Background: an optimization exercise with open tools, aiming at small area, a short achievable clock period and few clock cycles per item. Do not read the settings as production practice.
Function was checked by simulation only, so behaviour that the tests miss may differ from the original.
Power and IR drop assume default switching activity.

==> flow/design.v <==
module dffhr (d, r, clk, q);
  parameter WIDTH = 1;
  input 			r;
  input 			clk;
  input 	[WIDTH-1:0] 	d;
  output 	[WIDTH-1:0] 	q;
  reg 		[WIDTH-1:0] 	q;
  always @ (posedge clk) 
    if ( r ) 
      q <= {WIDTH{1'b0}};
    else
      q <= d;
endmodule  
module sha1_add2 (x, y, s);
   input [31:0]  x, y;
   output [31:0] s;
   wire [31:0] p = x ^ y;
   wire [31:0] g0 = x & y;
   wire [31:0] g1, p1, g2, p2, g3, p3, g4, p4, g5;
   genvar i;
   generate
      for (i = 0; i < 32; i = i + 1) begin : l1
         if (i & 1) begin
            assign g1[i] = g0[i] | (p[i] & g0[i-1]);
            assign p1[i] = p[i] & p[i-1];
         end else begin
            assign g1[i] = g0[i];  assign p1[i] = p[i];
         end
      end
      for (i = 0; i < 32; i = i + 1) begin : l2
         if (i & 2) begin
            assign g2[i] = g1[i] | (p1[i] & g1[((i >> 1) << 1) - 1]);
            assign p2[i] = p1[i] & p1[((i >> 1) << 1) - 1];
         end else begin
            assign g2[i] = g1[i];  assign p2[i] = p1[i];
         end
      end
      for (i = 0; i < 32; i = i + 1) begin : l3
         if (i & 4) begin
            assign g3[i] = g2[i] | (p2[i] & g2[((i >> 2) << 2) - 1]);
            assign p3[i] = p2[i] & p2[((i >> 2) << 2) - 1];
         end else begin
            assign g3[i] = g2[i];  assign p3[i] = p2[i];
         end
      end
      for (i = 0; i < 32; i = i + 1) begin : l4
         if (i & 8) begin
            assign g4[i] = g3[i] | (p3[i] & g3[((i >> 3) << 3) - 1]);
            assign p4[i] = p3[i] & p3[((i >> 3) << 3) - 1];
         end else begin
            assign g4[i] = g3[i];  assign p4[i] = p3[i];
         end
      end
      for (i = 0; i < 32; i = i + 1) begin : l5
         if (i & 16) begin
            assign g5[i] = g4[i] | (p4[i] & g4[15]);
         end else begin
            assign g5[i] = g4[i];
         end
      end
   endgenerate
   assign s = p ^ {g5[30:0], 1'b0};
endmodule
module sha1_add3 (x, y, z, s);
   input [31:0]  x, y, z;
   output [31:0] s;
   wire [31:0] cs_s = x ^ y ^ z;
   wire [31:0] cs_c = (x & y) | (x & z) | (y & z);
   sha1_add2 add (.x(cs_s), .y({cs_c[30:0], 1'b0}), .s(s));
endmodule
module sha1_exec(clk, reset, start, data_in, load_in, cv,
  use_prev_cv, busy, out_valid, cv_next);
   input clk, reset;
   input start;
   input [31:0] data_in;
   input load_in;
   input [159:0] cv;
   input use_prev_cv;
   output        busy;
   output        out_valid;
   output [159:0] cv_next;
   reg            run;         
   reg [6:0]      e;           
   reg            feed_q;      
   reg            valid_q, busy_q;
   reg            is0, is1, le15, ring_q, ysel_q, last_q;
   reg            g0, g1, g2, g3;   
   reg            q1, q0, x12;      
   wire           start_nc = start & ~use_prev_cv;
   wire           step = is0 | (le15 ? feed_q : run);
   wire [6:0]     e_adv = step ? e + 7'd1 : e;
   wire           zero = reset | start_nc | last_q;
   wire [6:0]     e_n = zero ? 7'd0 : e_adv;
   always @(posedge clk) begin
      e       <= e_n;
      is0     <= zero | (e_adv == 7'd0);
      is1     <= ~zero & (e_adv == 7'd1);
      le15    <= zero | (e_adv <= 7'd15);
      ring_q  <= ~zero & (e_adv >= 7'd78);
      ysel_q  <= ~zero & (e_adv >= 7'd81);
      last_q  <= ~zero & (e_adv == 7'd82);
      g0      <= zero | (e_adv <= 7'd20);
      g1      <= ~zero & (e_adv >= 7'd21) & (e_adv <= 7'd40);
      g2      <= ~zero & (e_adv >= 7'd41) & (e_adv <= 7'd60);
      g3      <= ~zero & (e_adv >= 7'd61);
      q1      <= ~zero & (e_adv >= 7'd41);
      q0      <= ~zero & (((e_adv >= 7'd21) & (e_adv <= 7'd40)) | (e_adv >= 7'd61));
      x12     <= ~zero & (e_adv >= 7'd21) & (e_adv <= 7'd60);
      if (reset) begin
         run     <= 1'b0;
         feed_q  <= 1'b0;
         have16  <= 1'b0;
         valid_q <= 1'b0;
         busy_q  <= 1'b1;
      end else begin
         run     <= start | (run & ~last_q);
         feed_q  <= load_in | (run & le15);
         have16  <= ~start & ~run & ~le15 & (feed_q | have16);
         valid_q <= last_q;
         busy_q  <= ~last_q;
      end
   end
   assign out_valid = valid_q;
   assign busy = busy_q;
   reg [479:0]    wv;
   reg [31:0]     dq;
   reg            have16;      
   wire [31:0]    wx = wv[479:448] ^ wv[415:384] ^ wv[223:192] ^ wv[63:32];
   wire [31:0]    wgen = {wx[30:0], wx[31]};
   wire           push = run | (feed_q & le15);
   wire           dq_hold = ~run & ~le15 & (feed_q | have16);
   always @(posedge clk) begin
      if (push)
        wv <= {wv[447:0], dq};
      if (~dq_hold)
        dq <= run ? (le15 ? wv[479:448] : wgen) : data_in;
   end
   wire [31:0]    wt = dq;
   reg [159:0]    h_q;
   wire [31:0]    h0 = h_q[159:128];
   wire [31:0]    h1 = h_q[127:96];
   wire [31:0]    h2 = h_q[95:64];
   wire [31:0]    h3 = h_q[63:32];
   wire [31:0]    h4 = h_q[31:0];
   reg [31:0]     a, b, c, d, F, P;
   wire [31:0]    b30 = {b[1:0], b[31:2]};
   wire [31:0]    fch  = (a & b30) | (~a & c);
   wire [31:0]    fpar = a ^ b30 ^ c;
   wire [31:0]    fmaj = (a & b30) | (a & c) | (b30 & c);
   wire [31:0]    f = g0 ? fch : (g2 ? fmaj : fpar);
   wire [31:0]    K = {q1, ~g2, g1, g0, 1'b1, x12, 1'b1, g2,
                      ~q1, q0, g3, x12, x12, 1'b0, ~g1, x12,
                      ~g0, ~g2, ~g3, ~q0, ~g3, g2, g1, ~g2,
                      1'b1, q1, g1, ~g1, ~q0, q1, g3, ~q1};
   wire [31:0]    p_n;
   sha1_add3 add_p (.x(d), .y(wt), .z(K), .s(p_n));
   wire [31:0]    a_sum;
   sha1_add3 add_a (.x({a[26:0], a[31:27]}), .y(F), .z(P), .s(a_sum));
   always @(posedge clk)
     if (step) begin
        if (is0) begin
           a <= h1;
           b <= {h2[29:0], h2[31:30]};
           c <= h3;
           d <= h4;
        end else begin
           a <= is1 ? h0 : a_sum;
           b <= a;
           c <= b30;
           d <= c;
        end
        F <= f;
        P <= p_n;
     end
   wire [31:0]    y = ysel_q ? a : {a[1:0], a[31:2]};
   wire [31:0]    r_sum;
   sha1_add2 add_r (.x(h4), .y(y), .s(r_sum));
   always @(posedge clk)
     if (start_nc | ring_q)
       h_q <= ring_q ? {r_sum, h0, h1, h2, h3} : cv;
   assign cv_next = h_q;
endmodule  
Settings: LEC_CHECK=0, ABC_AREA=1, CAP_MARGIN=20, CORE_MARGIN=2, CORE_UTILIZATION=40, CTS_CLUSTER_DIAMETER=150, CTS_CLUSTER_SIZE=25, SETUP_SLACK_MARGIN=5, SLEW_MARGIN=20; clock period 8.0 ns.
standard.sh (not shown) runs the stock make flow with config.mk's settings and CLKGATE_MAP_FILE= SYNTH_SCRIPT=/design/flow/synth_recipe.tcl, a recipe that flattens the netlist after the stock synthesis.
==> flow/flow/run.sh <==
#!/bin/bash
# Layout flow: the standard ORFS flow (standard.sh, unchanged synthesis),
# with the input/output port buffers inserted as buf_1 instead of ORFS's
# default pick (the resizer upsizes them where timing needs it), and clock
# tree synthesis without dummy loads.
# The make output goes to flow_make.log here; each ORFS step keeps its own
# log under orfs/logs/.
set -euo pipefail
export BUFFER_PORTS_ARGS="-buffer_cell sky130_fd_sc_hd__buf_1"
export CTS_ARGS="-sink_clustering_enable -repair_clock_nets -sink_clustering_size 25 -sink_clustering_max_diameter 150 -dont_use_dummy_load"
bash standard.sh finish > flow_make.log 2>&1
The starting point passed the timing, design-rule and antenna checks.
Testbench counts at the start, summed over its fixed seeds: cycles 33,416, blocks 384.
Then changed:
==> flow/flow/run.sh (replaced) <==
#!/bin/bash
# Layout flow: the standard ORFS flow (standard.sh, unchanged synthesis),
# with the input/output port buffers inserted as buf_1 instead of ORFS's
# default pick; the resizer upsizes them where timing needs it.
# The make output goes to flow_make.log here; each ORFS step keeps its own
# log under orfs/logs/.
set -euo pipefail
export BUFFER_PORTS_ARGS="-buffer_cell sky130_fd_sc_hd__buf_1"
bash standard.sh finish > flow_make.log 2>&1
The changed run passed the timing, design-rule and antenna checks.
Routed wire length came out higher by 0.70%.
Cell count rises by 0.90%.
Critical path depth does not change.
Then changed:
- CORE_UTILIZATION: 40 -> 55
- CTS_CLUSTER_DIAMETER: 150 -> 100
- CTS_CLUSTER_SIZE: 25 -> 20
- PLACE_DENSITY: default -> 0.7
- cell count is lower by a few percent
- wire length is lower slightly
- hold slack gets worse by 0.0034 ns
- setup slack got worse by 0.011 ns
- core utilization grows by 16 points
- critical path depth climbs by 12
Then changed:
- CORE_UTILIZATION: 55 -> 40
- CTS_CLUSTER_DIAMETER: 100 -> 150
- CTS_CLUSTER_SIZE: 20 -> 25
- GPL_ROUTABILITY_DRIVEN: default -> 0
- PLACE_DENSITY: 0.7 -> default
The changed run completed without violations.
Via count falls by a few percent.
Die area rises by well over a third.
Cell count rises by a few percent.
Sequential cell count does not change.
Wire length rises slightly.
Worst hold slack gets better by 0.0034 ns.
Combinational power rises by a few percent.
Total power is about the same.
Final area rises slightly.
Register-to-register slack gets better by 0.06 ns.
Fmax rises slightly.

-- port drivers added, routing unchanged --
Ports are ideal in the flow. The routed layouts listed here were re-timed in OpenROAD. Step 1: set_driving_cell puts a clkbuf_16 on clk and a buf_2 on each other input, an assumption about the parent block. Step 2, shift: input delay + t, output delay - t, t = (earliest + latest rising clock arrival at the registers) / 2. This alone moves slack from input paths to output paths. Slacks: ideal / step 1 / step 2; pairs: ideal / step 1.
run	shift t [ns]	setup slack, ns	worst setup path at the end	worst register clock-pin slew, ns	cell pins on the clock port's net
the first run	0.671	5.048 / 4.981 / 4.606	input to register	0.11 / 0.11	1
the second run	0.683	5.031 / 4.963 / 4.630	input to register	0.11 / 0.11	1
the third run	0.695	5.020 / 4.955 / 4.451	input to register	0.10 / 0.10	1
the fourth run	0.683	5.031 / 4.963 / 4.630	input to register	0.11 / 0.11	1
After both steps setup and hold are still met in every run listed. For the third run, which loses most, drivers alone change the setup slack by -0.065 ns; drivers and shift together by -0.569 ns.
